This is an optimization exercise on Yosys and OpenROAD, whose aim is a short achievable clock period and few clock cycles, not a production implementation.
At most, simulation tests tie the RTL to the original design; equivalence was not proved.
Only the layout flow was run in run 1; the RTL was not checked for function there.
Power and IR drop assume default switching activity.

[design/flow/config.mk]
export PLATFORM = sky130hd
export DESIGN_NAME = Mips
export DESIGN_NICKNAME = Mips
export VERILOG_FILES = /design/flow/design.v
export SDC_FILE = /design/flow/constraint.sdc
export NUM_CORES = 8
export LEC_CHECK = 0
export CAP_MARGIN = 20
export CORE_MARGIN = 2
export CORE_UTILIZATION = 40
export SLEW_MARGIN = 40
[design/flow/constraint.sdc]
create_clock -name core_clock -period 15.0 [get_ports {clk}]
set_input_delay 3.0000 -clock core_clock [delete_from_list [all_inputs] [get_ports {clk}]]
set_output_delay 3.0000 -clock core_clock [all_outputs]
set_load 0.01 [all_outputs]
[design/flow/design.v]
module Mips(
	input clk,
	input rst,
	output[31:0] imem_addr,
	input[31:0] imem_data,
	output[17:0] SRAM_ADDR,
	output[15:0] SRAM_WDATA,
	input[15:0] SRAM_RDATA,
	output SRAM_WE_N
);
localparam CIB = 4;               
localparam NCS = 1 << CIB;        
localparam CTB = 16 - CIB;        
localparam SBB = 2;               
localparam SBD = 1 << SBB;        
localparam [1:0] S_IDLE = 2'd0, S_ISSHI = 2'd1, S_CAPLO = 2'd2, S_CAPHI = 2'd3;
reg [31:0] pcf;
reg [31:0] ia_q;          
reg [15:0] btb_v;
reg [25:0] btb_tag [0:15];
reg [29:0] btb_tgt [0:15];
reg [2:0]  btb_ctr [0:15];
reg        v2;
reg [31:0] pc2, seq2;
reg        bh2, pt2;
reg [2:0]  bc2;
reg        vS;
reg [31:0] irS, pcS, seqS;
reg [9:0]  pdS;
reg [31:0] opA_S, opB_S;
reg        bWA_S, bWB_S, bW2A_S, bW2B_S;
reg        bhS, ptS;
reg [2:0]  bcS;
reg        vD;
reg [31:0] irD, pcD, seqD;
reg [9:0]  pdD;
reg        bhD, ptD;
reg [2:0]  bcD;
reg [31:0] opA_D, opB_D;
reg        bWA_D, bWB_D;   
reg        bW2A_D, bW2B_D;  
reg        eA_r, eB_r;     
reg [31:0] rf [1:31];
reg [31:1] rfv;           
reg        vE;
reg [31:0] A_E, B_E, T_E;
reg        aW_E, bW_E, tW_E;
reg [4:0]  rsE, rtE;
reg        uA_E, uB_E, uT_E;
reg [15:0] wE;
reg        cvE, heldMiss, specE;
reg [CTB-1:0] ctgE;
reg [31:0] cdE;
reg [4:0]  destE;
reg        weE, ldE, stE, bezE, bneE, jmpE, subE;
reg        cAdd_E, cAnd_E, cOr_E, cNor_E, cXor_E, cSll_E, cSra_E, cSrl_E;
reg        guessE, nzE;
reg [31:0] tgtE, seqE, pcE;
reg        bhE;
reg [2:0]  bcE;
reg [1:0]  mst;
reg        lbV, lbWe, lbFill, lbRdy;
reg [4:0]  lbDest;
reg [15:0] lbW;
reg [15:0] lo_cap;
reg [31:0] dataL;
localparam PFK = 15;
reg        pfV;
reg [3:0]  pfCnt;
reg [15:0] pfW, pfFA;
reg        pf_s1, pf_s2, pf_s3, pfDataV, pfCancel;
reg [15:0] pf_lo;
reg [31:0] pfData;
reg        bu_v, bu_w;
reg [3:0]  bu_i;
reg [25:0] bu_tag;
reg [29:0] bu_tgt;
reg [2:0]  bu_ctr;
reg        weW, fillW;
reg [31:0] dataW, dataW2;
reg [4:0]  destW;
reg [15:0] waW;
reg [NCS-1:0]     cval;
reg [NCS*CTB-1:0] ctagF;
reg [NCS*32-1:0]  cdatF;
reg [15:0] sb_a [0:SBD-1];
reg [31:0] sb_d [0:SBD-1];
reg [SBB-1:0] sb_h, sb_t;
reg [SBB:0]   sb_n;
reg        sb_ph;
reg [17:0] sa;
reg [15:0] sw;
reg        swe_n;
assign imem_addr = ia_q;
assign SRAM_ADDR = sa;
assign SRAM_WDATA = sw;
assign SRAM_WE_N = swe_n;
wire [3:0]  fi = pcf[5:2];
wire        bhit = btb_v[fi] && (btb_tag[fi] == pcf[31:6]);
wire [2:0]  bctr = btb_ctr[fi];
wire        bpt = bhit && bctr[2];
wire [31:0] pcf4 = pcf + 32'd4;
wire [31:0] npc = bpt ? {btb_tgt[fi], 2'b00} : pcf4;
function [9:0] predec(input [31:0] w);
	reg [5:0] op;
	begin
		op = w[31:26];
		predec[0] = (op == 6'd1) || (op == 6'd3) || (op == 6'd5) || (op == 6'd6) || (op == 6'd7) ||
		            (op == 6'd8) || (op == 6'd9) || (op == 6'd10) || (op == 6'd11) || (op == 6'd12);
		predec[1] = (op == 6'd32);
		predec[2] = (op == 6'd33);
		predec[3] = (op == 6'd36);
		predec[4] = (op == 6'd37);
		predec[5] = (op == 6'd40);
		predec[6] = (op == 6'd41);
		predec[7] = (op == 6'd42);
		predec[8] = (w[15:0] != 16'd0);
		predec[9] = (w[25:21] == w[20:16]);
	end
endfunction
wire [9:0] pdN = predec(imem_data);
wire [4:0] rsN = imem_data[25:21];
wire [4:0] rtN = imem_data[20:16];
wire [4:0] rsS = irS[25:21];
wire [4:0] rtS = irS[20:16];
wire [31:0] rfA_S = bWA_S ? dataW : bW2A_S ? dataW2 : opA_S;
wire [31:0] rfB_S = bWB_S ? dataW : bW2B_S ? dataW2 : opB_S;
wire [31:0] rdA_N = (rsN != 5'd0 && rfv[rsN]) ? rf[rsN] : 32'd0;
wire [31:0] rdB_N = (rtN != 5'd0 && rfv[rtN]) ? rf[rtN] : 32'd0;
wire bW2A_N = weW && destW == rsN && rsN != 5'd0;
wire bW2B_N = weW && destW == rtN && rtN != 5'd0;
wire [5:0] opF = imem_data[31:26];
wire isBezF = (opF == 6'd40);
wire isBneF = (opF == 6'd41);
wire stTakenF = imem_data[15] || (isBezF && rsN == 5'd0) || (isBneF && rsN != rtN);
wire rdF_fire = v2 && !pt2 && ((opF == 6'd42) ||
                ((isBezF || isBneF) && stTakenF && !bh2 && imem_data[15:0] != 16'd0));
wire [16:0] tgtF_lo = {1'b0, seq2[17:2]} + {1'b0, imem_data[15:0]};
wire [13:0] upF = seq2[31:18];
wire [13:0] upF_p1 = upF + 14'd1;
wire [13:0] upF_m1 = upF - 14'd1;
wire [13:0] tgtF_hi = (tgtF_lo[16] && !imem_data[15]) ? upF_p1 :
                      (!tgtF_lo[16] && imem_data[15]) ? upF_m1 : upF;
wire [31:0] tgtF = {tgtF_hi, tgtF_lo[15:0], 2'b00};
wire ptF = pt2 || rdF_fire;
wire [5:0] opD = irD[31:26];
wire [4:0] rsD = irD[25:21];
wire [4:0] rtD = irD[20:16];
wire [4:0] rdD = irD[15:11];
wire [31:0] sxD = {{16{irD[15]}}, irD[15:0]};
wire isRD    = pdD[0];
wire isAddiD = pdD[1];
wire isSubiD = pdD[2];
wire isLdD   = pdD[3];
wire isStD   = pdD[4];
wire isBezD  = pdD[5];
wire isBneD  = pdD[6];
wire isJmpD  = pdD[7];
wire nzD     = pdD[8];      
wire sameD   = pdD[9];      
wire useA_D = isRD | isAddiD | isSubiD | isBezD | isBneD;    
wire useB_D = isRD | isBneD;                                 
wire [4:0] destD = isRD ? rdD : rtD;
wire weD = (isRD | isAddiD | isSubiD | isLdD) && (destD != 5'd0);
wire [31:0] tgtD = seqD + {sxD[29:0], 2'b00};
wire [31:0] rfA = bWA_D ? dataW : bW2A_D ? dataW2 : opA_D;
wire [31:0] rfB = bWB_D ? dataW : bW2B_D ? dataW2 : opB_D;
wire [17:0] ofsD = sxD[17:0] - 18'd1024;
wire [17:0] eaD = rfA[17:0] + ofsD;
wire [15:0] wD = eaD[17:2];
wire [CIB-1:0] ciD = wD[CIB-1:0];
wire hazD = (isLdD || isStD) &&
            ((vE && weE && rsD == destE) || (lbV && lbWe && rsD == lbDest));
wire [31:0] Af = aW_E ? dataW : A_E;
wire [31:0] Bf = bW_E ? dataW : B_E;
wire [31:0] Tf = tW_E ? dataW : T_E;
wire [31:0] sumE = Af + (subE ? ~Bf : Bf) + {31'd0, subE};
wire big = |Bf[31:5];
wire [4:0] sh = Bf[4:0];
wire [31:0] sllE = big ? 32'd0 : (Af << sh);
wire [31:0] srE = $signed({cSra_E & Af[31], Af}) >>> (big ? 6'd32 : {1'b0, sh});
wire [31:0] aluE = ({32{cAdd_E}} & sumE) |
                   ({32{cAnd_E}} & (Af & Bf)) |
                   ({32{cOr_E}}  & (Af | Bf)) |
                   ({32{cNor_E}} & ~(Af | Bf)) |
                   ({32{cXor_E}} & (Af ^ Bf)) |
                   ({32{cSll_E}} & sllE) |
                   ({32{cSra_E | cSrl_E}} & srE);
wire sboard = vE && lbV && lbWe &&
              ((uA_E && rsE == lbDest) || ((uB_E || uT_E) && rtE == lbDest));
wire takenE = jmpE | (bezE & (Af == 32'd0)) | (bneE & (Af != Bf));
wire mispE = vE && (bezE || bneE) && nzE && !sboard && (takenE != guessE);
wire [31:0] redirE = takenE ? tgtE : seqE;
wire ldEv = vE && ldE;
wire stEv = vE && stE;
wire [CIB-1:0] ciE = wE[CIB-1:0];
wire [CTB-1:0] ctE = wE[15:CIB];
wire chit = cvE && !heldMiss && (ctgE == ctE);
wire sb_full = (sb_n == SBD);
wire sb_empty = (sb_n == 0);
reg sbmatch;
integer k;
always @(*) begin
	sbmatch = 1'b0;
	for (k = 0; k < SBD; k = k + 1)
		if (((k - sb_h) & (SBD - 1)) < sb_n && sb_a[k] == wE) sbmatch = 1'b1;
end
wire ldMiss = ldEv && !chit;
wire ldAlloc = ldMiss && !sbmatch && (!lbV || lbRdy || mst == S_CAPHI);
wire st_wr = stEv && !sb_full && !sboard;
wire stallE = (ldMiss && !ldAlloc) || (stEv && sb_full) || sboard;
wire advE = !stallE;
wire e2w = vE && advE && weE && !ldMiss;
wire capNow = (mst == S_CAPHI);
wire lbToW = lbV && (lbRdy || capNow) && !e2w;
wire wn_we = e2w || (lbToW && lbWe);
wire [4:0] wn_dest = e2w ? destE : lbDest;
wire cbyS = st_wr && ciE == ciD;
wire fill_we = fillW || pfDataV;
wire [15:0] fill_a = fillW ? waW : pfFA;
wire [31:0] fill_d = fillW ? dataW : pfData;
wire cbyF = fill_we && fill_a[CIB-1:0] == ciD;
wire [CIB-1:0] pI = rfA[CIB+1:2] ^ sxD[CIB+1:2];
wire [CIB-1:0] gI = rfA[CIB+1:2] & sxD[CIB+1:2];
wire c2I = (rfA[1] & sxD[1]) | ((rfA[1] ^ sxD[1]) & rfA[0] & sxD[0]);
reg [NCS-1:0] selD;
reg [CIB-1:0] jv, cyI;
reg           crvR;
reg [CTB-1:0] crtR;
reg [31:0]    crdR;
integer j;
always @(*) begin
	crvR = 1'b0;
	crtR = {CTB{1'b0}};
	crdR = 32'd0;
	for (j = 0; j < NCS; j = j + 1) begin
		jv = j;
		cyI = gI | (pI & ~jv);
		selD[j] = ((pI ^ jv) == {cyI[CIB-2:0], c2I});
		crvR = crvR | (selD[j] & cval[j]);
		crtR = crtR | ({CTB{selD[j]}} & ctagF[j*CTB +: CTB]);
		crdR = crdR | ({32{selD[j]}} & cdatF[j*32 +: 32]);
	end
end
wire          crvD = cbyS | cbyF | crvR;
wire [CTB-1:0] crtD = cbyS ? ctE : cbyF ? fill_a[15:CIB] : crtR;
wire [31:0]   crdD = cbyS ? Tf : cbyF ? fill_d : crdR;
wire p_hi = (mst == S_ISSHI);
wire p_new = ldAlloc;
wire spec_go;
wire sb_go = !(p_hi || p_new || spec_go) && !sb_empty;
wire sb_deq = sb_go && sb_ph;
wire pf_free = !(p_hi || p_new || spec_go || sb_go);
reg pfSbMatch;
always @(*) begin
	pfSbMatch = 1'b0;
	for (k = 0; k < SBD; k = k + 1)
		if (((k - sb_h) & (SBD - 1)) < sb_n && sb_a[k] == pfW) pfSbMatch = 1'b1;
end
wire pf_idle = !pf_s1 && !pf_s2 && !pf_s3 && !pfDataV;
wire pf_try = pfV && pfCnt != 4'd0 && pf_idle;
wire pf_lo_go = pf_try && !pfSbMatch && pf_free;
wire pf_skip = pf_try && pfSbMatch;
wire pf_hi_go = pf_s1 && pf_free;
wire pf_kill = st_wr && wE == pfFA;      
wire sb_enq = st_wr;
reg [1:0] mst_n;
always @(*) begin
	mst_n = mst;
	case (mst)
		S_ISSHI: mst_n = S_CAPLO;
		S_CAPLO: mst_n = S_CAPHI;
		default: mst_n = S_IDLE;
	endcase
	if (ldAlloc) mst_n = specE ? S_CAPLO : S_ISSHI;
end
wire accD = !vD || (advE && !hazD);
wire fetch_ok = !rst && (accD || (!vS && !v2));
wire goD = vD && advE && !hazD && !mispE;    
wire brD = (isBezD || isBneD) && nzD;
wire bneSame = isBneD && sameD;                       
wire eA = eA_r;                  
wire eB = eB_r && isBneD;        
wire useE = (eA || eB) && !bneSame;
wire lbHazB = lbV && lbWe && (rsD == lbDest || (isBneD && rtD == lbDest));
wire eAdd = cAdd_E;
wire eLog = cAnd_E | cOr_E | cNor_E | cXor_E;
wire eLd = ldE && chit;
wire [31:0] xD = isBezD ? 32'd0 : (eA ? rfB : rfA);   
wire [31:0] bxE = subE ? ~Bf : Bf;
wire [31:0] ppE = Af ^ bxE;
wire [31:0] ggE = Af & bxE;
wire [31:0] cyE = ggE | (ppE & ~xD);
wire eqAdd = ((ppE ^ xD) == {cyE[30:0], subE});
wire [31:0] logE = ({32{cAnd_E}} & (Af & Bf)) | ({32{cOr_E}} & (Af | Bf)) |
                   ({32{cNor_E}} & ~(Af | Bf)) | ({32{cXor_E}} & (Af ^ Bf));
wire eqLog = (logE == xD);
wire eqLd = (cdE == xD);
wire eqE = eAdd ? eqAdd : eLog ? eqLog : eqLd;
wire eqR = isBezD ? (rfA == 32'd0) : (rfA == rfB);
wire eqD = bneSame | (useE ? eqE : eqR);
wire takenD = isBezD ? eqD : !eqD;
wire resD = brD && goD && !lbHazB && (!useE || eAdd || eLog || eLd);
wire mispD = resD && (takenD != ptD);
assign spec_go = vD && isLdD && !hazD && advE && !p_hi && !p_new;
wire [31:0] pcf_n = mispD ? (ptD ? seqD : tgtD) :
                    mispE ? redirE : rdF_fire ? tgtF : fetch_ok ? npc : pcf;
integer i;
always @(posedge clk)
	ia_q <= pcf_n;
wire [4:0] rsNew = vS ? rsS : rsN;
wire [4:0] rtNew = vS ? rtS : rtN;
always @(posedge clk) begin
	if (advE) begin
		eA_r <= goD && weD && destD == rsNew;
		eB_r <= goD && weD && destD == rtNew;
	end else if (accD) begin
		eA_r <= vE && weE && destE == rsNew;
		eB_r <= vE && weE && destE == rtNew;
	end
end
always @(posedge clk or posedge rst) begin
	if (rst) begin
		pcf <= 32'd0;
		v2 <= 1'b0;
		vS <= 1'b0;
		vD <= 1'b0;
		ptD <= 1'b0;
	end else begin
		pcf <= pcf_n;
		v2 <= !mispE && !mispD && !rdF_fire && fetch_ok;
		if (mispE || mispD)
			vS <= 1'b0;
		else if (accD)
			vS <= vS & v2;
		else if (v2)
			vS <= 1'b1;
		if (mispE)
			vD <= 1'b0;
		else if (accD) begin
			if (mispD)
				vD <= 1'b0;
			else if (vS) begin
				vD <= 1'b1;
				ptD <= ptS;
			end else begin
				vD <= v2;
				ptD <= ptF;
			end
		end
	end
end
always @(posedge clk) begin
	if (fetch_ok) begin
		pc2 <= pcf;
		seq2 <= pcf4;
		bh2 <= bhit;
		bc2 <= bctr;
		pt2 <= bpt;
	end
	if ((accD && vS) || (!accD && v2)) begin
		irS <= imem_data; pdS <= pdN; pcS <= pc2; seqS <= seq2; bhS <= bh2; bcS <= bc2; ptS <= ptF;
		opA_S <= rdA_N;
		opB_S <= rdB_N;
		bWA_S <= wn_we && wn_dest == rsN;
		bWB_S <= wn_we && wn_dest == rtN;
		bW2A_S <= bW2A_N;
		bW2B_S <= bW2B_N;
	end else begin
		opA_S <= rfA_S;
		opB_S <= rfB_S;
		bWA_S <= wn_we && wn_dest == rsS;
		bWB_S <= wn_we && wn_dest == rtS;
		bW2A_S <= 1'b0;
		bW2B_S <= 1'b0;
	end
	if (accD && vS) begin
		opA_D <= rfA_S;
		opB_D <= rfB_S;
		bWA_D <= wn_we && wn_dest == rsS;
		bWB_D <= wn_we && wn_dest == rtS;
		bW2A_D <= 1'b0;
		bW2B_D <= 1'b0;
	end else if (accD) begin
		opA_D <= rdA_N;
		opB_D <= rdB_N;
		bWA_D <= wn_we && wn_dest == rsN;
		bWB_D <= wn_we && wn_dest == rtN;
		bW2A_D <= bW2A_N;
		bW2B_D <= bW2B_N;
	end else begin
		opA_D <= rfA;
		opB_D <= rfB;
		bWA_D <= wn_we && wn_dest == rsD;
		bWB_D <= wn_we && wn_dest == rtD;
		bW2A_D <= 1'b0;
		bW2B_D <= 1'b0;
	end
	if (accD) begin
		if (vS) begin
			irD <= irS; pdD <= pdS; pcD <= pcS; seqD <= seqS; bhD <= bhS; bcD <= bcS;
		end else begin
			irD <= imem_data; pdD <= pdN; pcD <= pc2; seqD <= seq2; bhD <= bh2; bcD <= bc2;
		end
	end
end
always @(posedge clk or posedge rst) begin
	if (rst)
		btb_v <= 16'd0;
	else if (bu_v && bu_w)
		btb_v[bu_i] <= 1'b1;
end
always @(posedge clk) begin
	if (bu_v && bu_w) begin
		btb_tag[bu_i] <= bu_tag;
		btb_tgt[bu_i] <= bu_tgt;
		btb_ctr[bu_i] <= bu_ctr;
	end
end
always @(posedge clk or posedge rst) begin
	if (rst)
		bu_v <= 1'b0;
	else
		bu_v <= vE && (bezE || bneE || jmpE) && advE;
end
always @(posedge clk) begin
	bu_i <= pcE[5:2];
	bu_tag <= pcE[31:6];
	bu_tgt <= tgtE[31:2];
	bu_w <= bhE || takenE;
	bu_ctr <= !bhE ? 3'd6 :
	          takenE ? ((bcE == 3'd7) ? 3'd7 : bcE + 3'd1) :
	                   ((bcE == 3'd0) ? 3'd0 : bcE - 3'd1);
end
always @(posedge clk or posedge rst) begin
	if (rst)
		rfv <= 31'd0;
	else if (weW)
		rfv[destW] <= 1'b1;
end
always @(posedge clk) begin
	if (weW)
		rf[destW] <= dataW;
end
always @(posedge clk or posedge rst) begin
	if (rst)
		vE <= 1'b0;
	else if (advE)
		vE <= goD;
end
always @(posedge clk) begin
	if (advE) begin
		A_E <= rfA;
		B_E <= useB_D ? rfB : sxD;
		T_E <= rfB;
		aW_E <= wn_we && wn_dest == rsD;
		bW_E <= useB_D && wn_we && wn_dest == rtD;
		tW_E <= wn_we && wn_dest == rtD;
		rsE <= rsD;
		rtE <= rtD;
		uA_E <= useA_D;
		uB_E <= useB_D;
		uT_E <= isStD;
		wE <= wD;
		specE <= spec_go;
		heldMiss <= 1'b0;
		destE <= destD;
		weE <= weD;
		ldE <= isLdD;
		stE <= isStD;
		bezE <= isBezD;
		bneE <= isBneD;
		jmpE <= isJmpD;
		subE <= (opD == 6'd3) || isSubiD;
		cAdd_E <= (opD == 6'd1) || (opD == 6'd3) || isAddiD || isSubiD;
		cAnd_E <= (opD == 6'd5);
		cOr_E <= (opD == 6'd6);
		cNor_E <= (opD == 6'd7);
		cXor_E <= (opD == 6'd8);
		cSll_E <= (opD == 6'd9) || (opD == 6'd10);
		cSra_E <= (opD == 6'd11);
		cSrl_E <= (opD == 6'd12);
		guessE <= resD ? takenD : ptD;
		nzE <= nzD;
		tgtE <= tgtD;
		seqE <= seqD;
		pcE <= pcD;
		bhE <= bhD;
		bcE <= bcD;
	end else begin
		A_E <= Af;
		B_E <= Bf;
		T_E <= Tf;
		aW_E <= wn_we && wn_dest == rsE;
		bW_E <= uB_E && wn_we && wn_dest == rtE;
		tW_E <= wn_we && wn_dest == rtE;
		specE <= 1'b0;
		heldMiss <= ldMiss;
		if (mispE) guessE <= takenE;
	end
	cvE <= crvD;
	ctgE <= crtD;
	cdE <= crdD;
end
always @(posedge clk or posedge rst) begin
	if (rst) begin
		mst <= S_IDLE;
		lbV <= 1'b0;
		lbRdy <= 1'b0;
	end else begin
		mst <= mst_n;
		if (ldAlloc) begin
			lbV <= 1'b1;
			lbRdy <= 1'b0;
		end else if (lbToW) begin
			lbV <= 1'b0;
			lbRdy <= 1'b0;
		end else if (capNow)
			lbRdy <= 1'b1;
	end
end
always @(posedge clk) begin
	if (mst == S_CAPLO) lo_cap <= SRAM_RDATA;
	if (capNow) dataL <= {SRAM_RDATA, lo_cap};
	if (ldAlloc) begin
		lbDest <= destE;
		lbWe <= weE;
		lbW <= wE;
		lbFill <= 1'b1;
	end else begin
		if (e2w && destE == lbDest) lbWe <= 1'b0;
		if (st_wr && ciE == lbW[CIB-1:0]) lbFill <= 1'b0;
	end
end
always @(posedge clk or posedge rst) begin
	if (rst) begin
		weW <= 1'b0;
		fillW <= 1'b0;
	end else begin
		weW <= wn_we;
		fillW <= lbToW && lbFill && !(st_wr && ciE == lbW[CIB-1:0]);
	end
end
always @(posedge clk) begin
	dataW <= e2w ? (ldE ? cdE : aluE) : lbRdy ? dataL : {SRAM_RDATA, lo_cap};
	destW <= wn_dest;
	dataW2 <= dataW;
	waW <= lbW;
end
always @(posedge clk or posedge rst) begin
	if (rst) begin
		pfV <= 1'b0;
		pf_s1 <= 1'b0;
		pf_s2 <= 1'b0;
		pf_s3 <= 1'b0;
		pfDataV <= 1'b0;
	end else begin
		if (ldAlloc) pfV <= 1'b1;
		pf_s1 <= pf_lo_go;
		pf_s2 <= pf_hi_go;
		pf_s3 <= pf_s2;
		if (pf_s3)
			pfDataV <= !pfCancel && !pf_kill;
		else if (!fillW || pf_kill)
			pfDataV <= 1'b0;
	end
end
always @(posedge clk) begin
	if (ldAlloc) begin
		pfW <= wE + 16'd1;
		pfCnt <= PFK;
	end else if (pf_hi_go || pf_skip) begin
		pfW <= pfW + 16'd1;
		pfCnt <= pfCnt - 4'd1;
	end
	if (pf_lo_go) begin
		pfFA <= pfW;
		pfCancel <= st_wr && wE == pfW;
	end else if (pf_kill)
		pfCancel <= 1'b1;
	if (pf_s2) pf_lo <= SRAM_RDATA;
	if (pf_s3) pfData <= {SRAM_RDATA, pf_lo};
end
always @(posedge clk or posedge rst) begin
	if (rst)
		cval <= {NCS{1'b0}};
	else begin
		if (fill_we) cval[fill_a[CIB-1:0]] <= 1'b1;
		if (sb_enq) cval[ciE] <= 1'b1;
	end
end
always @(posedge clk) begin
	for (j = 0; j < NCS; j = j + 1) begin
		if (sb_enq && ciE == j) begin
			ctagF[j*CTB +: CTB] <= ctE;
			cdatF[j*32 +: 32] <= Tf;
		end else if (fill_we && fill_a[CIB-1:0] == j) begin
			ctagF[j*CTB +: CTB] <= fill_a[15:CIB];
			cdatF[j*32 +: 32] <= fill_d;
		end
	end
end
always @(posedge clk or posedge rst) begin
	if (rst) begin
		sb_h <= {SBB{1'b0}};
		sb_t <= {SBB{1'b0}};
		sb_n <= {(SBB+1){1'b0}};
		sb_ph <= 1'b0;
		swe_n <= 1'b1;
		sa <= 18'd0;
	end else begin
		if (sb_enq) sb_t <= sb_t + 1'b1;
		if (sb_deq) sb_h <= sb_h + 1'b1;
		sb_n <= sb_n + {{SBB{1'b0}}, sb_enq} - {{SBB{1'b0}}, sb_deq};
		if (sb_go) sb_ph <= ~sb_ph;
		swe_n <= !sb_go;
		if (p_hi) sa <= {1'b0, lbW, 1'b1};
		else if (p_new) sa <= {1'b0, wE, specE};
		else if (spec_go) sa <= {1'b0, wD, 1'b0};
		else if (sb_go) sa <= {1'b0, sb_a[sb_h], sb_ph};
		else if (pf_lo_go) sa <= {1'b0, pfW, 1'b0};
		else if (pf_hi_go) sa <= {1'b0, pfFA, 1'b1};
	end
end
always @(posedge clk) begin
	if (sb_enq) begin
		sb_a[sb_t] <= wE;
		sb_d[sb_t] <= Tf;
	end
	sw <= sb_ph ? sb_d[sb_h][31:16] : sb_d[sb_h][15:0];    
end
endmodule
[design/flow/flow/run.sh]
#!/bin/bash
# Standard ORFS layout (the standard.sh), with timing repair aimed well
# below the 15 ns clock: repair_timing keeps working until the setup slack
# reaches SETUP_SLACK_MARGIN (10.6 ns below the 15 ns clock).
export SETUP_SLACK_MARGIN=10.6
bash standard.sh > standard.log 2>&1
[design/flow/standard.sh]
#!/bin/bash
# synth_recipe.tcl (not shown) runs the flow's synth.tcl, then flattens the netlist and writes it again
# the make line also repeats each setting of config.mk as NAME=value (left out here)
make -C /OpenROAD-flow-scripts/flow DESIGN_CONFIG=/design/flow/config.mk WORK_HOME=/design/flow/orfs CLKGATE_MAP_FILE= SYNTH_SCRIPT=/design/flow/synth_recipe.tcl "${@:-finish}"
==> results of run 1 <==
placed cells by master (no fill, tap or decap), drive strengths merged, types with 40 or more instances in the layout:
| cell type | n |
|---|---|
| ha | 212 |
| a22oi | 92 |
| dfxtp | 484 |
| nand2b | 86 |
| o22ai | 66 |
| o31ai | 97 |
| bufbuf | 40 |
| a221oi | 226 |
| o211ai | 97 |
| nor3 | 99 |
| mux2i | 832 |
| mux2 | 297 |
| o21bai | 53 |
| nand3 | 119 |
| nand4 | 132 |
| mux4 | 790 |
| a22o | 186 |
| xor2 | 249 |
| a211oi | 113 |
| a21o | 47 |
| o21ai | 424 |
| buf | 847 |
| dfrtp | 137 |
| clkbuf | 572 |
| inv | 288 |
| a31oi | 42 |
| nor4 | 113 |
| nand2 | 658 |
| clkinv | 157 |
| edfxtp | 3415 |
| xnor2 | 357 |
| a21oi | 1151 |
| and3 | 42 |
| nor2 | 1249 |
cell usage after synthesis (47+ instances only):
master	count	area, sq um
edfxtp_1	3415	103000
nor2_1	1249	4690
a21oi_1	1150	5760
mux2i_1	826	8270
mux4_2	786	17700
clkbuf_1	744	2790
nand2_1	657	2470
dfxtp_1	484	9690
o21ai_0	415	2080
xnor2_1	357	3130
mux2_2	296	3330
inv_1	275	1030
xor2_1	249	2180
a221oi_1	226	1980
ha_1	212	2650
a22o_1	186	1630
dfrtp_1	137	3430
nand4_1	132	826
buf_1	131	492
nand3_1	119	596
a211oi_1	112	841
nor4_1	107	669
buf_2	99	495
o211ai_1	96	721
o31ai_1	94	706
a22oi_1	92	691
nor3_1	91	455
nand2b_1	86	538
o22ai_1	66	413
o21bai_1	53	398
a21o_1	47	353
layer usage:
layer  track usage  routed length (um)
met5             0                 575
met3        0.0618               81500
met1         0.391              272000
met2         0.428              308000
met4         0.130               39300
sequential cells by signal (all words and copies together), names as in the netlist, 48 cells and up:
signal	cells
sb_d	128
rf	992
btb_ctr	48
cdatF	512
ctagF	192
btb_tgt	480
sb_a	64
btb_tag	416
where the power goes:
part / leakage (uW) / switching [uW] / internal, uW
Combinational: 0.0331 / 10100 / 6110
Sequential: 0.0370 / 1880 / 14700
Clock: 0.00677 / 4610 / 6090
repair_timing:
item	4_1_cts	5_1_grt
resized for setup	1413	298
setup buffers	233	51
cloned	74	8
setup endpoints to repair	1007	507
pin swaps	102	69
worst max path at each step:
| stage | depth (start not counted) | slack (ns) | from | to |
|---|---|---|---|---|
| after global routing | 19 | 9.80 | imem_data[22] | opA_D[5] |
| after CTS | 18 | 10.03 | imem_data[22] | opA_D[26] |
| after floorplan | 8 | 8.28 | rst | pcf[2] |
| after detailed placement | 12 | 7.15 | imem_data[16] | opB_D[10] |
| final | 18 | 9.90 | imem_data[22] | opA_S[19] |
| after global placement | 12 | 6.96 | imem_data[16] | opB_D[15] |
cell families after synthesis:
kind of cell,share of synthesized area
DFF,0.611
AOI/OAI and AO/OA,0.0950
and+or+nand+nor,0.0634
muxes,0.156
buffers and inverters,0.0286
xor gates and xnor gates,0.0280
adders and majority gates,0.0180
other,0.0000198
critical path, stage by stage:
cell,delay [ns]
buf_16,0.13
buf_16,0.14
clkinv_8,0.04
ha_4,0.15
xor2_4,0.19
mux4_2,0.51
and2_4,0.17
o21ai_2,0.13
o31ai_2,0.08
o311ai_2,0.34
o41ai_4,0.15
buf_12,0.16
buf_12,0.12
buf_16,0.14
buf_12,0.13
buf_16,0.15
nand3_2,0.07
o21ai_1,0.06
final cells by class:
class	instances	area (sq um)	area share
multi-input cells	8285	73700	0.328
repair inverters	4	35.0	0.000156
diodes	16	40.0	0.000178
inverters	284	1220	0.00542
clock buffers	562	11600	0.0515
well taps	6223	7790	0.0347
clock inverters	227	2440	0.0108
flip-flops and latches	4037	116000	0.517
repair buffers	929	11800	0.0524
through the flow:
step	cell area, sq um	utilization	hold slack, ns	cells	setup WS (ns)
finish	225000	0.477	0.330	20567	9.90
global route	225000	0.477	0.336	20552	9.80
CTS	222000	0.472	0.334	20492	10.03
detailed placement	199000	0.423	0.327	19396	7.15
global placement	199000	0.422	0.325	19377	6.96
floorplan	190000	-	0.323	13635	8.28
==> metrics.yaml, run 1 <==
cts.reportedPaths.clkPinSlew_ns: 0.06
synth_ff_type: "edfxtp_1"
critPathRequiredTime_ns: 15.85
cts-buffers-inserted: 421
hold_path.class: "register to register"
die_y_um: 692
vias: 130314
hp-start: "pcE[28]"
holdPathEnd: "bu_tag[22]"
synth_edf_count: 3415
dr.pass1.iters: 8
rsz0062_at_grt: "true"
clock_latency_ns: 1.03
start_util: 0.402
reg2reg_from: "bW_E"
fill_cells: 40501
gp_congestion: 0.996
synth.yosys.seq_area_share: 0.611
finalHoldViolCount: 0
grt_pass1_vias: 123947
cp_max_fo: 6
ant_nets: 0
grt_pass1_wl_um: 970000
drive_above_1_share: 0.244
drt_iter0_markers: 19841
antenna_found_initial: 36
wire_per_inst_um: 34.1
core_area_sq_um: 471000
tightest_slew_ns: 0.979
syn_area_sq_um: 189000
clkSinkCount: 4037
end_kind: "register"
reg2reg_depth: 20
drcViolationCount: 0
holdPathStages: 0
cts_tree: "yes"
regToRegSetupSlack_ns: 10.15
min_period_over_period: 0.340
avgSynthCellArea_sq_um: 13.9
ys_seq_elements: 4037
drv_cap: 0
p_leak_uw: 0.0768
synth-async-reset-ratio: 0.0342
critPathKind: "input pin to register"
io_pins: 117
root_buffer: "clkbuf_16"
synthCells: 13635
die_area_sq_um: 479000
fin_worst_skew_ns: 0.0781
grt_max_degree: 94
ys_warn_count: 1
p_per_area_nw_per_um2: 194
final-setup-viol-count: 0
synth.distinct_cells: 112
wl_um: 701000
fin_crit_ns: 5.10
arrival_ns: 5.94
clockBufferDepth: 4
ir_drop_mv: 0.141
holdBufCountCts: 0
grtUsageTotal: 0.283
slew-limit-headroom: 0.347
synthToLayoutAreaGrowth_pct: 18.6
io_buffer_count: 115
fmax_mhz: 196
cts_max_level: 5
rows: 252
crit_path_start_kind: "input pin"
total_power_uw: 43500
status: "timing/DRC/antenna clean"
fp.dieW_um: 692
grt_overflow: 0
nets: 14262
rr_endpoint: "pcf[27]"
vias_per_cell: 6.34
finalMaxSlewViolations: 0
syn-num-nets: 13935
place_hpwl_um: 411000
tns_ns: 0
==> run 2, diff against run 1 <==
--- a/design/flow/design.v
+++ b/design/flow/design.v
@@ -136,11 +136,5 @@
 wire rdF_fire = v2 && !pt2 && ((opF == 6'd42) ||
                 ((isBezF || isBneF) && stTakenF && !bh2 && imem_data[15:0] != 16'd0));
-wire [16:0] tgtF_lo = {1'b0, seq2[17:2]} + {1'b0, imem_data[15:0]};
-wire [13:0] upF = seq2[31:18];
-wire [13:0] upF_p1 = upF + 14'd1;
-wire [13:0] upF_m1 = upF - 14'd1;
-wire [13:0] tgtF_hi = (tgtF_lo[16] && !imem_data[15]) ? upF_p1 :
-                      (!tgtF_lo[16] && imem_data[15]) ? upF_m1 : upF;
-wire [31:0] tgtF = {tgtF_hi, tgtF_lo[15:0], 2'b00};
+wire [31:0] tgtF = seq2 + {{14{imem_data[15]}}, imem_data[15:0], 2'b00};
 wire ptF = pt2 || rdF_fire;
 wire [5:0] opD = irD[31:26];
--- a/design/flow/config.mk
+++ b/design/flow/config.mk
@@ -8,4 +8,4 @@
 export CAP_MARGIN = 20
 export CORE_MARGIN = 2
-export CORE_UTILIZATION = 40
+export CORE_UTILIZATION = 45
 export SLEW_MARGIN = 40
==> run 2 against run 1 <==
Effect of this change:
- still clean on timing, DRC and antenna
- final area grew 1.2%
- sequential share of layout area is 0.63 points lower
- combinational power decreased by 52%
- highest routed layer unchanged
- largest power group unchanged
- hold slack better by 0.0089 ns
- final cell count decreased by 3.4%
- sequential power decreased by 12%
- critical endpoint is now pcf[22]
==> metrics.yaml, run 2 <==
yosysTopAreaCell: "edfxtp_1"
cts-buffers-inserted: 427  # +1.4%
reg2reg_from: "aW_E"
post-place-ws_ns: 7.64  # +0.484 ns
root_buffer: "clkbuf_16"
fin_worst_skew_ns: 0.0826  # +0.00445 ns
top_register: "rf"
fmax_mhz: 208  # +6.0%
syn_area_sq_um: 188000  # -0.75%
drv_cap: 0  # unchanged
globalRoute.busiestLayer: "met2"
synth_ff_type: "edfxtp_1"
antenna_found_initial: 45  # +25%
end_kind: "register"
tns_ns: 0  # unchanged
avgSynthCellArea_sq_um: 14.0  # +0.81%
worstPathCellList: "buf_8 -> ha_4 -> inv_2 -> fa_2 -> nor2b_2 -> o31a_1 -> o211a_4 -> o41ai_4 -> nand2_1 -> a21o_1 -> a21oi_2 -> xor2_1 -> o22ai_1 -> a311oi_1 -> o22ai_1"
ant_nets: 0  # unchanged
grt_max_degree: 138  # +47%
clockBufferDepth: 4  # unchanged
use_met1: 0.448  # +0.0570
synth.yosys.seq_area_share: 0.616  # +0.00459
min_period_over_period: 0.321  # -0.0191
crit_path_start_kind: "input pin"
holdBufCountCts: 0  # unchanged
synthCells: 13425  # -1.5%
p_leak_uw: 0.0797  # +3.8%
slowest_delay_ns: 0.31  # -0.20 ns
synthToLayoutAreaGrowth_pct: 20.9
cts_tree: "yes"
drcViolationCount: 0  # unchanged
grt_pass1_vias: 125671  # +1.4%
largest_registers: "rf (992), cdatF (512), btb_tgt (480)"
place_hpwl_um: 434000  # +5.5%
grtUsageTotal: 0.339  # +0.0561
tightest_slew_ns: 0.977  # -0.00154 ns
wire_per_inst_um: 37.5  # +10%
place_area_sq_um: 198000  # -0.94%
drive_above_1_share: 0.272  # +0.0284
ys_top_cells_by_count: "edfxtp_1, a21oi_1, nor2_1, mux4_2, clkbuf_1"
synth_edf_count: 3415  # unchanged
stdcell_count: 19858  # -3.4%
cts.reportedPaths.clkPinSlew_ns: 0.06  # about the same
synth.distinct_cells: 94  # -16%
final-setup-viol-count: 0  # unchanged
stdcell_area_sq_um: 227000  # +1.2%
synth_most_common_cell: "edfxtp_1"
total_power_uw: 33200  # -24%
clkSinkCount: 4037  # unchanged
fin_ws_ns: 10.19  # +0.287 ns
rows: 237  # -6.0%
grt_overflow: 0  # unchanged
ir_drop_mv: 0.109  # -23%
startpoint: "imem_data[0]"
clock_latency_ns: 1.04  # about the same
grt.met2_usage: 0.521  # +0.0929
finalMaxSlewViolations: 0  # unchanged
nets: 14285  # +0.16%
final_common_cell: "edfxtp_1"
fp.dieW_um: 650  # -6.0%
hp-start: "pcE[23]"
core_area_sq_um: 416000  # -12%
hold_path.class: "register to register"
grt_pass1_wl_um: 1010000  # +4.3%
met3_usage: 0.0718  # +0.0100
wl_um: 745000  # +6.2%
gp_congestion: 1.00  # +0.60%
yosysTopAreaCellShare: 0.546  # +0.00407
critPathRequiredTime_ns: 15.85  # about the same
vias: 132311  # +1.5%
largest_reg_flops: 992  # unchanged
ys_seq_elements: 4037  # unchanged
cts_max_level: 5  # unchanged
io_pins: 117  # unchanged
cp_max_fo: 2  # -4
dr.pass1.iters: 9  # +1
die_area_sq_um: 423000  # -12%
arrival_ns: 5.66  # -0.28 ns
vias_per_cell: 6.66  # +5.2%
cpMostUsedCell: "o22ai_1"
slowest_stage: "o31a_1"
final_cell_mix: "edfxtp_1, nor2_1, a21oi_1"
syn-num-nets: 13737  # -1.4%
dp.cells: 18451  # -4.9%
synth-async-reset-ratio: 0.0342  # unchanged
synth.area.top_cells: "edfxtp_1, mux4_2, dfxtp_1"
critPathKind: "input pin to register"
io_buffer_count: 115  # unchanged
fill_cells: 33168  # -18%
status: "timing/DRC/antenna clean"
die_y_um: 650  # -6.0%
ys_warn_count: 1  # unchanged
slew-limit-headroom: 0.348  # +0.00102
rsz0062_at_grt: "true"
p_per_area_nw_per_um2: 146  # -24%
start_util: 0.451  # +0.0494
finalHoldViolCount: 0  # unchanged
fin_crit_ns: 4.81  # -0.287 ns
drt_iter0_markers: 19891  # +0.25%
==> run 2: cell types whose count changed after synthesis, sizes merged, moves of 23 or more <==
cell    change
nor3       +65
o22ai      -26
clkbuf     +30
a21o       +28
a21oi      +78
mux4       +62
nand2      -23
nor4       -24
nor2       -51
buf        -44
mux2i     -108
mux2       -66
a211oi     -38
inv        -25
==> run 2: worst paths after layout <==
path                               to  cells past startpoint  slack [ns]
max                           pcf[22]                     15       10.19
min                        bu_tag[17]                      0        0.34
max reg2reg                   pcf[18]                     16       10.25
min reg2reg                bu_tag[17]                      0        0.34
max in group asynchronous       swe_n                      5       11.19
min in group asynchronous     pcf[31]                      2        2.34
==> run 2: worst max-delay path, delay by kind of cell <==
family	cells	cell delay (ns)
buffers and inverters	2	0.16
AOI/OAI and AO/OA	8	1.77
xor gates and xnor gates	1	0.22
adders and majority gates	2	0.38
and+or+nand+nor	2	0.13
==> run 2: kinds of logic (layout without fill, tap and decap cells) <==
logic type	after synthesis	after routing	share of synthesized area
XOR/XNOR	618	618	0.0289
adder cells (fa/ha/maj)	263	263	0.0190
AO/OA/AOI/OAI	2810	2810	0.0937
AND/OR/NAND/NOR	2612	2618	0.0616
buffers and inverters	1277	2182	0.0263
other	1	26	0.0000200
flip-flops	4037	4037	0.616
multiplexers	1807	1807	0.155
==> run 2: final cells by class <==
cell class / count / area, sq um / area share
Sequential cell: 4037 / 116000 / 0.510
Timing Repair Buffer: 1127 / 14200 / 0.0626
Antenna cell: 25 / 62.6 / 0.000275
Timing Repair inverter: 1 / 30.0 / 0.000132
Clock buffer: 577 / 11900 / 0.0522
Tap cell: 5497 / 6880 / 0.0303
Clock inverter: 215 / 2130 / 0.00939
Multi-Input combinational cell: 8117 / 74900 / 0.330
Inverter: 262 / 1180 / 0.00520
==> run 2: report_power, final <==
| group | total (uW) | internal, uW | leakage, uW | switching [uW] |
|---|---|---|---|---|
| combinational | 7850 | 3020 | 0.0359 | 4830 |
| clock | 10700 | 6180 | 0.00682 | 4550 |
| sequential | 14600 | 13500 | 0.0370 | 1100 |
| total | 33200 | 22700 | 0.0797 | 10500 |
==> run 2: through the flow <==
stage / utilization / hold WS [ns]
floorplan: - / 0.323
global placement: 0.472 / 0.325
detailed placement: 0.474 / 0.328
CTS: 0.535 / 0.327
global route: 0.546 / 0.336
finish: 0.546 / 0.339
==> run 2: per-layer routing <==
layer / vias to the layer above / share of wire
met1: 67655 / 0.37
met4: 10 / 0.073
li1: 53237 / -
met3: 2135 / 0.11
met2: 9274 / 0.45
met5: - / 0.000082
==> run 2: repair_timing <==
| item | CTS | global route |
|---|---|---|
| gates cloned | 101 | 27 |
| endpoints found under the setup margin | 1075 | 679 |
| pin swaps | 181 | 143 |
| gates resized for setup | 1597 | 497 |
| buffers inserted | 282 | 178 |
Testbench counts of run 2, summed over its fixed seeds: cycles 63,511.
==> run 3, diff against run 2 <==
==> design/flow/flow/run.sh (replaced) <==
#!/bin/bash
# Standard ORFS layout (the standard.sh), with timing repair aimed well
# below the 15 ns clock: repair_timing keeps working until the setup slack
# reaches SETUP_SLACK_MARGIN (10.8 ns below the 15 ns clock).
export SETUP_SLACK_MARGIN=10.8
bash standard.sh > standard.log 2>&1
--- a/design/flow/config.mk
+++ b/design/flow/config.mk
@@ -8,4 +8,4 @@
 export CAP_MARGIN = 20
 export CORE_MARGIN = 2
-export CORE_UTILIZATION = 45
+export CORE_UTILIZATION = 40
 export SLEW_MARGIN = 40
==> run 3 against run 2 <==
Effect of this change:
- routed wire length shrank 5.1%
- maximum frequency grew 0.84%
- clock power is essentially flat
- total power shrank 0.65%
- synthesized area is the same
- first-iteration DRC count shrank 0.19%
- worst setup slack gained 0.040 ns
- clock skew grew 0.042 ns
- final cell count grew 3.5%
- sequential power is essentially flat
- still clean
- final area grew 0.85%
- highest routed layer unchanged
==> metrics.yaml, run 3 <==
status: "timing/DRC/antenna clean"
synthToLayoutAreaGrowth_pct: 22.0
fin_ws_ns: 10.23  # +0.0399 ns
arrival_ns: 5.70  # +0.04 ns
nets: 14285  # unchanged
ir_drop_mv: 0.113  # +3.1%
vias: 130589  # -1.3%
cpMostUsedCell: "buf_12"
yosysTopAreaCell: "edfxtp_1"
die_area_sq_um: 475000  # +12%
synth_most_common_cell: "edfxtp_1"
slowest_stage: "or4_4"
vias_per_cell: 6.35  # -4.7%
io_pins: 117  # unchanged
synth.yosys.seq_area_share: 0.616  # unchanged
finalHoldViolCount: 0  # unchanged
core_area_sq_um: 468000  # +12%
fin_crit_ns: 4.77  # -0.0399 ns
critPathRequiredTime_ns: 15.93  # +0.08 ns
cp_top_family: "simple AND/OR/NAND/NOR gates"
synth_edf_count: 3415  # unchanged
tns_ns: 0  # unchanged
fill_cells: 39130  # +18%
tightest_slew_ns: 0.945  # -0.0324 ns
top_register: "rf"
worstPathCellList: "buf_12 -> buf_16 -> mux2_2 -> o21ai_2 -> buf_6 -> nand4_1 -> or4_4 -> nor4_2 -> nand4_1 -> and3_1 -> a2bb2oi_4 -> buf_12 -> xnor3_1 -> nand2_4 -> buf_16 -> buf_12 -> o21ai_0 -> o22ai_1"
fin_worst_skew_ns: 0.125  # +0.0422 ns
clockBufferDepth: 4  # unchanged
rsz0062_at_grt: "true"
cts.reportedPaths.clkPinSlew_ns: 0.06  # about the same
reg2reg_depth: 18  # +2
grt_pass1_wl_um: 964000  # -4.8%
rows: 251  # +5.9%
gp_congestion: 0.977  # -2.4%
ys_seq_elements: 4037  # unchanged
grt_pass1_vias: 122684  # -2.4%
io_buffer_count: 115  # unchanged
wl_um: 707000  # -5.1%
ys_warn_count: 1  # unchanged
antenna_found_initial: 41  # -8.9%
holdBufCountCts: 0  # unchanged
ys_top_cells_by_count: "edfxtp_1, a21oi_1, nor2_1, mux4_2, clkbuf_1"
final-setup-viol-count: 0  # unchanged
critPathKind: "register to register"
largest_registers: "rf (992), cdatF (512), btb_tgt (480)"
synth_ff_type: "edfxtp_1"
place_hpwl_um: 391000  # -9.9%
fp.dieW_um: 689  # +6.0%
grt_max_degree: 148  # +7.2%
end_kind: "register"
drcViolationCount: 0  # unchanged
grtUsageTotal: 0.285  # -0.0539
cts_max_level: 5  # unchanged
clock_latency_ns: 1.06  # +0.02 ns
final_common_cell: "edfxtp_1"
start_util: 0.402  # -0.0495
slew-limit-headroom: 0.370  # +0.0216
holdPathStages: 0  # unchanged
clkSinkCount: 4037  # unchanged
ant_nets: 0  # unchanged
slowest_delay_ns: 0.65  # +0.34 ns
synthCells: 13425  # unchanged
finalMaxSlewViolations: 0  # unchanged
synth.area.top_cells: "edfxtp_1, mux4_2, dfxtp_1"
drt_iter0_markers: 19854  # -0.19%
synth-async-reset-ratio: 0.0342  # unchanged
hold_path.class: "register to register"
grt_overflow: 0  # unchanged
cp_max_fo: 14  # +12
synth.distinct_cells: 94  # unchanged
root_buffer: "clkbuf_16"
drive_above_1_share: 0.275  # +0.00312
crit_path_start_kind: "register"
dr.pass1.iters: 6  # -3
min_period_over_period: 0.318  # -0.00266
cts-buffers-inserted: 423  # -0.94%
p_leak_uw: 0.0804  # +0.84%
avgSynthCellArea_sq_um: 14.0  # unchanged
fmax_mhz: 210  # +0.84%
syn-num-nets: 13737  # unchanged
die_y_um: 689  # +6.0%
p_per_area_nw_per_um2: 144  # -1.5%
cts_tree: "yes"
cp_num_buf_inv: 6  # +4
path_depth: 18  # +3
post-place-ws_ns: 7.57  # -0.0632 ns
drv_cap: 0  # unchanged
final_cell_mix: "edfxtp_1, nor2_1, a21oi_1"
largest_reg_flops: 992  # unchanged
wire_per_inst_um: 34.4  # -8.3%
syn_area_sq_um: 188000  # unchanged
yosysTopAreaCellShare: 0.546  # unchanged
==> run 3: kinds of logic (layout without fill, tap and decap cells) <==
kind of cell | count (synthesis) | in the layout | share of synthesized area
AO/OA/AOI/OAI | 2810 | 2810 | 0.0937
XOR/XNOR | 618 | 618 | 0.0289
adder cells (fa/ha/maj) | 263 | 263 | 0.0190
buffers and inverters | 1277 | 2195 | 0.0263
flip-flops | 4037 | 4037 | 0.616
multiplexers | 1807 | 1807 | 0.155
other | 1 | 17 | 0.0000200
AND/OR/NAND/NOR | 2612 | 2617 | 0.0616
==> run 3: cell type report <==
class | count | area, sq um | share of cell area
well taps | 6198 | 7750 | 0.0338
repair inverters | 3 | 33.8 | 0.000147
clock buffers | 584 | 11900 | 0.0517
clock inverters | 216 | 2300 | 0.0100
flip-flops and latches | 4037 | 116000 | 0.506
repair buffers | 1130 | 15200 | 0.0663
multi-input cells | 8116 | 74900 | 0.327
diodes | 16 | 40.0 | 0.000175
inverters | 262 | 1130 | 0.00494
==> run 3: stage by stage <==
stage | cells | area [sq um] | util | hold WS (ns) | total power [uW]
global placement | 19141 | 197000 | 0.422 | 0.326 | 20800
finish | 20562 | 229000 | 0.490 | 0.337 | 33000
global route | 20548 | 229000 | 0.490 | 0.343 | 33900
CTS | 20356 | 223000 | 0.478 | 0.333 | 32400
detailed placement | 19158 | 198000 | 0.424 | 0.327 | 20800
floorplan | 13425 | 189000 | - | 0.323 | 18000
==> run 3: power breakdown <==
part	internal [uW]	switching (uW)
logic	3020	4570
registers	13500	1090
clock network	6170	4620
==> run 3: layer usage <==
layer,part of all wire,global-route usage,vias up
li1,-,-,53270
met1,0.38,0.386,66480
met2,0.45,0.438,8928
met3,0.12,0.0580,1897
met4,0.062,0.144,14
met5,0.00012,0,-
==> run 3: repair_timing <==
item,CTS,global route
resized for setup,1503,749
cloned,111,32
buffers inserted,287,155
pin swaps,155,226
endpoints found under the setup margin,1445,1014
==> run 3: worst register-to-register path, stage by stage (launching register included) <==
cell	delay [ns]
dfxtp_4	0.40
buf_12	0.14
buf_16	0.20
mux2_2	0.38
o21ai_2	0.18
buf_6	0.21
nand4_1	0.39
or4_4	0.65
nor4_2	0.26
nand4_1	0.17
and3_1	0.27
a2bb2oi_4	0.17
buf_12	0.14
xnor3_1	0.25
nand2_4	0.16
buf_16	0.16
buf_12	0.16
o21ai_0	0.11
o22ai_1	0.26
==> run 3: worst paths after layout <==
| check | start | to | slack [ns] |
|---|---|---|---|
| hold reg to reg | pcE[30] | bu_tag[24] | 0.34 |
| setup reg to reg | bW2A_D | ia_q[30] | 10.23 |
| hold / removal | pcE[30] | bu_tag[24] | 0.34 |
| setup / recovery | bW2A_D | ia_q[30] | 10.23 |
| max in group asynchronous | rst | pcf[2] | 11.29 |
| min in group asynchronous | rst | cval[14] | 2.66 |
==> run 4, diff against run 3 <==
--- a/design/flow/config.mk
+++ b/design/flow/config.mk
@@ -9,3 +9,5 @@
 export CORE_MARGIN = 2
 export CORE_UTILIZATION = 40
+export CTS_CLUSTER_DIAMETER = 60
+export CTS_CLUSTER_SIZE = 24
 export SLEW_MARGIN = 40
==> run 4 against run 3 <==
Effect of this change:
- still clean on timing, DRC and antenna
- worst setup slack lost 0.19 ns
- die area did not move
- routed wire length decreased by 0.19%
- critical path depth increased by 6
- register-to-register slack worse by 0.19 ns
- final cell count decreased by 0.52%
- core utilization down 0.37 points
- global-route usage fell by 0.12 points
- largest cell class unchanged
- largest power group unchanged
- highest routed layer unchanged
==> metrics.yaml, run 4 <==
fin_hold_ws_ns: 0.338  # +0.00106 ns
utilization: 0.486  # -0.00374
clock_latency_ns: 1.02  # -0.04 ns
fill_cells: 39187  # +0.15%
reg2reg_depth: 24  # +6
grt_pass1_vias: 121848  # -0.68%
vias_per_cell: 6.37  # +0.26%
final-setup-viol-count: 0  # unchanged
pwr-share-seq: 0.456  # +0.013
cts-buffers-inserted: 333  # -21%
largest_registers: "rf (992), cdatF (512), btb_tgt (480)"
tightest_slew_ns: 0.968  # +0.0235 ns
rsz0062_at_grt: "true"
drive_above_1_share: 0.274  # -0.000976
fmax_mhz: 202  # -3.8%
cts_max_level: 5  # unchanged
yosysTopAreaCell: "edfxtp_1"
die_y_um: 689  # unchanged
clockBufferDepth: 4  # unchanged
internal_power_uw: 21500  # -5.5%
syn_area_sq_um: 188000  # unchanged
ir_drop_mv: 0.142  # +26%
tns_ns: 0  # unchanged
grtUsageTotal: 0.284  # -0.00123
finalMaxSlewViolations: 0  # unchanged
fin_worst_skew_ns: 0.0806  # -0.0441 ns
grt_max_degree: 148  # unchanged
io_pins: 117  # unchanged
core_area_sq_um: 468000  # unchanged
switching_share: 0.330  # +0.0183
cp_max_fo: 7  # -7
syn-num-nets: 13737  # unchanged
start_util: 0.402  # unchanged
slew-limit-headroom: 0.353  # -0.0173
drt_iter0_markers: 19787  # -0.34%
p_per_area_nw_per_um2: 141  # -2.2%
largest_reg_flops: 992  # unchanged
synth-async-reset-ratio: 0.0342  # unchanged
final_common_cell: "edfxtp_1"
grt_pass1_wl_um: 959000  # -0.47%
min_period_over_period: 0.331  # +0.0126
synth_edf_count: 3415  # unchanged
finalHoldViolCount: 0  # unchanged
synth_most_common_cell: "edfxtp_1"
end_kind: "register"
status: "timing/DRC/antenna clean"
grt_overflow: 0  # unchanged
ant_nets: 0  # unchanged
drcViolationCount: 0  # unchanged
fin_crit_ns: 4.96  # +0.188 ns
startpoint: "bW_E"
gp_congestion: 0.977  # unchanged
cts.reportedPaths.clkPinSlew_ns: 0.09  # +0.03 ns
clkSinkCount: 4037  # unchanged
holdPathEnd: "bu_tag[21]"
nets: 14272  # -0.091%
yosysTopAreaCellShare: 0.546  # unchanged
final_cell_mix: "edfxtp_1, nor2_1, a21oi_1"
synthCells: 13425  # unchanged
ys_seq_elements: 4037  # unchanged
vias: 130253  # -0.26%
total_power_uw: 32000  # -2.9%
synthToLayoutAreaGrowth_pct: 21.0
rr_endpoint: "ia_q[19]"
reg2reg_from: "bW_E"
drv_cap: 0  # unchanged
synth.area.top_cells: "edfxtp_1, mux4_2, dfxtp_1"
arrival_ns: 5.89  # +0.19 ns
critPathRequiredTime_ns: 15.93  # about the same
dr.pass1.iters: 9  # +3
hold_path.class: "register to register"
ys_warn_count: 1  # unchanged
antenna_found_initial: 41  # unchanged
power.share.clock: 0.308  # -0.019
critPathKind: "register to register"
avgSynthCellArea_sq_um: 14.0  # unchanged
top_register: "rf"
post-place-ws_ns: 7.57  # unchanged
cts_tree: "yes"
root_buffer: "clkbuf_16"
place_hpwl_um: 391000  # unchanged
p_comb_frac: 0.236  # +0.006
synth.distinct_cells: 94  # unchanged
wl_um: 706000  # -0.19%
holdPathStages: 0  # unchanged
synth.yosys.seq_area_share: 0.616  # unchanged
wire_per_inst_um: 34.5  # +0.33%
io_buffer_count: 115  # unchanged
p_leak_uw: 0.0795  # -1.1%
hp-start: "pcE[27]"
fin_ws_ns: 10.04  # -0.188 ns
die_area_sq_um: 475000  # unchanged
p_sw_uw: 10600  # +2.8%
crit_path_start_kind: "register"
regToRegSetupSlack_ns: 10.04  # -0.19 ns
fp.dieW_um: 689  # unchanged
rows: 251  # unchanged
ys_top_cells_by_count: "edfxtp_1, a21oi_1, nor2_1, mux4_2, clkbuf_1"
synth_ff_type: "edfxtp_1"
==> run 4: cell counts after synthesis <==
Identical to the previous run, type by type.
==> run 4: power groups by stage <==
stage / Sequential (uW) / Clock, uW / Combinational (uW)
after detailed placement: 14800 / 0 / 6060
after global placement: 14800 / 0 / 6010
final: 14600 / 9880 / 7560
after CTS: 14500 / 9960 / 7060
after floorplan: 14300 / 0 / 3730
after global routing: 14700 / 10400 / 7870
==> run 4: worst max-delay path by stage <==
stage,endpoint,slack [ns]
CTS,SRAM_ADDR[4],10.27
detailed placement,pcf[13],7.57
finish,ia_q[19],10.04
floorplan,pcf[31],8.58
global route,ia_q[19],10.10
global placement,opA_D[7],7.12
==> run 4: worst max-delay path: stages (launching register included) <==
cell,delay (ns)
dfxtp_4,0.35
buf_6,0.12
buf_12,0.12
buf_6,0.11
buf_16,0.16
mux2i_4,0.29
buf_12,0.17
inv_16,0.03
ha_4,0.14
a22oi_2,0.22
nand2_2,0.12
a21oi_4,0.17
xnor2_2,0.10
nor4_4,0.71
and4_1,0.31
and4b_1,0.25
a2bb2oi_4,0.17
buf_12,0.15
xnor3_1,0.26
nand2_4,0.11
buf_12,0.13
buf_8,0.11
buf_16,0.14
buf_12,0.15
mux2i_4,0.24
==> run 4: repair_timing <==
action,4_1_cts,5_1_grt
buffers inserted,336,183
gates cloned,110,29
hold buffers,0,0
resized for setup,1612,531
pin swaps,155,151
setup endpoints to repair,1306,888
==> run 4: cells by family after synthesis <==
family | share of synthesized area
flip-flops | 0.616
AO/OA/AOI/OAI | 0.0937
AND/OR/NAND/NOR | 0.0616
multiplexers | 0.155
buffers and inverters | 0.0263
XOR/XNOR | 0.0289
adder cells (fa/ha/maj) | 0.0190
other | 0.0000200
==> run 4: final cells by class <==
class                   instances  area [sq um]  share of cell area
well taps                    6198          7750              0.0341
clock inverters               260          3720              0.0164
repair inverters                3          33.8            0.000149
clock buffers                 361          8650              0.0380
multi-input cells            8118         74500               0.327
inverters                     262          1140             0.00501
repair buffers               1205         15700              0.0690
diodes                         12          30.0            0.000132
flip-flops and latches       4037        116000               0.510
==> run 4: routing by layer <==
metal / vias up / GRT usage / share of wire
met2: 8780 / 0.435 / 0.44
met5: - / 0 / 0.00018
met3: 1908 / 0.0606 / 0.12
li1: 53189 / - / -
met4: 20 / 0.139 / 0.062
met1: 66356 / 0.385 / 0.38
==> run 4: stage by stage <==
| step | cells | cell area [sq um] |
|---|---|---|
| 2_1_floorplan | 13425 | 189000 |
| 3_3_place_gp | 19141 | 197000 |
| 3_5_place_dp | 19158 | 198000 |
| 4_1_cts | 20225 | 222000 |
| 5_1_grt | 20446 | 227000 |
| 6_report | 20456 | 227000 |
==> run 5, diff against run 4 <==
==> design/flow/flow/run.sh (replaced) <==
#!/bin/bash
# Standard ORFS layout (the standard.sh), with timing repair aimed well
# below the 15 ns clock: repair_timing keeps working until the setup slack
# reaches SETUP_SLACK_MARGIN (11.0 ns below the 15 ns clock).
export SETUP_SLACK_MARGIN=11.0
bash standard.sh > standard.log 2>&1
--- a/design/flow/config.mk
+++ b/design/flow/config.mk
@@ -9,5 +9,3 @@
 export CORE_MARGIN = 2
 export CORE_UTILIZATION = 40
-export CTS_CLUSTER_DIAMETER = 60
-export CTS_CLUSTER_SIZE = 24
 export SLEW_MARGIN = 40
==> run 5 against run 4 <==
Effect of this change:
- critical path type is now input pin to register
- final cell count up 1.7%
- synthesized cell count did not move
- critical path depth is 11 lower
- sequential power about the same
- clock skew rose by 0.0049 ns
==> metrics.yaml, run 5 <==
status: "timing/DRC/antenna clean"
wire_per_inst_um: 34.3  # -0.61%
grt_pass1_vias: 124481  # +2.2%
slew-limit-headroom: 0.184  # -0.169
final-setup-viol-count: 0  # unchanged
cp_max_fo: 4  # -3
grt_max_degree: 115  # -22%
fin_worst_skew_ns: 0.0856  # +0.00492 ns
rows: 251  # unchanged
ys_top_cells_by_count: "edfxtp_1, a21oi_1, nor2_1, mux4_2, clkbuf_1"
tightest_slew_ns: 1.22  # +0.251 ns
synth.area.top_cells: "edfxtp_1, mux4_2, dfxtp_1"
io_buffer_count: 115  # unchanged
core_area_sq_um: 468000  # unchanged
cts_tree: "yes"
synth_ff_type: "edfxtp_1"
end_kind: "register"
ys_warn_count: 1  # unchanged
start_util: 0.402  # unchanged
grt_pass1_wl_um: 973000  # +1.4%
drv_cap: 0  # unchanged
min_period_over_period: 0.318  # -0.0122
vias: 132306  # +1.6%
syn-num-nets: 13737  # unchanged
synth-simple-area-share: 0.0616  # unchanged
top_register: "rf"
fin_crit_ns: 4.78  # -0.183 ns
hold_path.class: "register to register"
root_buffer: "clkbuf_16"
finalMaxSlewViolations: 0  # unchanged
io_pins: 117  # unchanged
avgSynthCellArea_sq_um: 14.0  # unchanged
vias_per_cell: 6.36  # about the same
holdBufCountCts: 0  # unchanged
place_hpwl_um: 391000  # +0.13%
clockBufferDepth: 4  # unchanged
final_common_cell: "edfxtp_1"
dr.pass1.iters: 8  # -1
synthAdderAreaFrac: 0.0190  # unchanged
fp.dieW_um: 689  # unchanged
die_y_um: 689  # unchanged
antenna_found_initial: 26  # -37%
synth_top_family_by_area: "multiplexers"
synth_edf_count: 3415  # unchanged
synthCells: 13425  # unchanged
cts.reportedPaths.clkPinSlew_ns: 0.06  # -0.03 ns
synth_most_common_cell: "edfxtp_1"
clkSinkCount: 4037  # unchanged
syn_area_sq_um: 188000  # unchanged
drt_iter0_markers: 20101  # +1.6%
cts_max_level: 5  # unchanged
ys_seq_elements: 4037  # unchanged
synth_mux_area_frac: 0.155  # unchanged
p_leak_uw: 0.0817  # +2.7%
yosysTopAreaCell: "edfxtp_1"
synth_xor_area_frac: 0.0289  # unchanged
gp_congestion: 0.985  # +0.79%
wl_um: 713000  # +1.0%
synth.yosys.seq_area_share: 0.616  # unchanged
clock_latency_ns: 1.05  # +0.03 ns
grt_overflow: 0  # unchanged
drive_above_1_share: 0.294  # +0.0200
finalHoldViolCount: 0  # unchanged
synth_compound_area_frac: 0.0937  # unchanged
tns_ns: 0  # unchanged
rsz0062_at_grt: "true"
critPathRequiredTime_ns: 15.88  # -0.05 ns
ant_nets: 0  # unchanged
drcViolationCount: 0  # unchanged
final_cell_mix: "edfxtp_1, nor2_1, a21oi_1"
post-place-ws_ns: 7.35  # -0.227 ns
fmax_mhz: 209  # +3.8%
synth.distinct_cells: 94  # unchanged
largest_reg_flops: 992  # unchanged
largest_registers: "rf (992), cdatF (512), btb_tgt (480)"
arrival_ns: 5.65  # -0.24 ns
p_per_area_nw_per_um2: 143  # +1.5%
synthToLayoutAreaGrowth_pct: 23.8
crit_path_start_kind: "input pin"
synth-async-reset-ratio: 0.0342  # unchanged
yosysTopAreaCellShare: 0.546  # unchanged
fin_ws_ns: 10.22  # +0.183 ns
nets: 14533  # +1.8%
critPathKind: "input pin to register"
ir_drop_mv: 0.110  # -23%
cts-buffers-inserted: 423  # +27%
grtUsageTotal: 0.288  # +0.00346
die_area_sq_um: 475000  # unchanged
-- run 5: routing by layer --
layer / wire length, um / GRT usage / vias up / part of all wire
met3: 84500 / 0.0644 / 1955 / 0.12
met2: 319000 / 0.440 / 9017 / 0.45
li1: - / - / 53764 / -
met5: 67 / 0 / - / 0.000094
met4: 43100 / 0.142 / 10 / 0.061
met1: 267000 / 0.388 / 67560 / 0.37
-- run 5: path summary, 6_finish.rpt --
check	from	end	slack, ns	depth (start not counted)
hold / removal	pcE[30]	bu_tag[24]	0.33	0
hold reg to reg	pcE[30]	bu_tag[24]	0.33	0
setup / recovery	imem_data[7]	pcf[22]	10.22	13
setup reg to reg	aW_E	pcf[29]	10.31	21
max in group asynchronous	rst	sb_h[0]	11.17	6
min in group asynchronous	rst	sb_ph	2.51	4
-- run 5: critical path, cell delays in order --
cell	delay [ns]
dlygate4sd2_1	0.46
ha_1	0.35
nand2_1	0.13
nor2_1	0.08
o211a_4	0.16
o41ai_4	0.25
nand2_1	0.11
a21o_1	0.21
a21oi_2	0.18
xor2_1	0.26
o22ai_1	0.11
a311oi_1	0.20
o22ai_1	0.14
-- run 5: logic make-up (layout without fill, tap and decap cells) --
logic type	Yosys count	in the layout
mux	1807	1807
fa+ha+maj	263	263
compound gates	2810	2810
simple gates	2612	2630
flops	4037	4037
other cells	1	14
buf+inv	1277	2419
xor+xnor	618	618
-- run 5: final cells by class --
| cell class | count | area [sq um] |
|---|---|---|
| antenna | 13 | 32.5 |
| clock buffer | 564 | 11700 |
| clock inverter | 225 | 2400 |
| fill | 38708 | 235000 |
| inverter | 262 | 1150 |
| multi-input combinational | 8129 | 75900 |
| sequential | 4037 | 116000 |
| tap | 6198 | 7750 |
| timing repair buffer | 1364 | 17800 |
| timing repair inverter | 4 | 37.5 |
-- run 5: power by group --
group	leakage [uW]	switching (uW)	total (uW)	internal [uW]
Clock	0.00685	4610	10800	6180
Combinational	0.0379	4750	7920	3180
Sequential	0.0370	1030	14600	13500
Total	0.0817	10400	33300	22900
-- run 5: what timing repair did --
action,4_1_cts,5_1_grt
gates resized for setup,1813,764
buffers inserted,443,226
pin swaps,232,330
endpoints found under the hold margin,0,0
setup endpoints to repair,1762,1357
cloned,131,32
-- run 5: per-stage QoR --
stage,cells,util,power [uW],hold slack [ns],cell area (sq um)
after floorplan,13425,-,18000,0.323,189000
after detailed placement,19161,0.424,20900,0.327,198000
final,20796,0.498,33300,0.333,233000
after global routing,20785,0.498,34100,0.340,233000
after global placement,19144,0.423,20800,0.324,198000
after CTS,20524,0.484,32700,0.335,226000

==> static timing again, ports no longer ideal <==
How much do the figures lean on ideal ports? The routed layouts below were timed once more, with nothing changed but the port constraints. Step 1 (the two cells are an assumption about what drives the block):
set clk [get_ports {clk}]
set_driving_cell -lib_cell sky130_fd_sc_hd__clkbuf_16 $clk
set_driving_cell -lib_cell sky130_fd_sc_hd__buf_2 [delete_from_list [all_inputs] $clk]
Step 2 adds t to the input delays and takes it off the output delays; t is the mean of the earliest and latest rising clock arrival at the registers after step 1. Input paths then give back, and output paths get back, about the clock's delay inside the block. a / b / c = no drivers / after step 1 / after step 2; a / b = the first two.
run	t (ns)	slack for setup (ns)	worst register clock-pin slew, ns	worst slew at a driven data input, ns
run 1	1.097	9.903 / 9.774 / 8.677	0.07 / 0.07	0.36
run 2	1.115	10.190 / 10.145 / 9.060	0.07 / 0.07	0.32
run 3	1.120	10.230 / 10.114 / 9.047	0.07 / 0.07	0.35
run 4	1.109	10.041 / 10.041 / 9.051	0.10 / 0.10	0.34
run 5	1.128	10.224 / 10.171 / 9.048	0.08 / 0.08	0.32
After both steps every run listed still meets setup and hold. The setup slack of run 1, which loses most, moves by -0.129 ns with the drivers and by -1.226 ns with both steps.
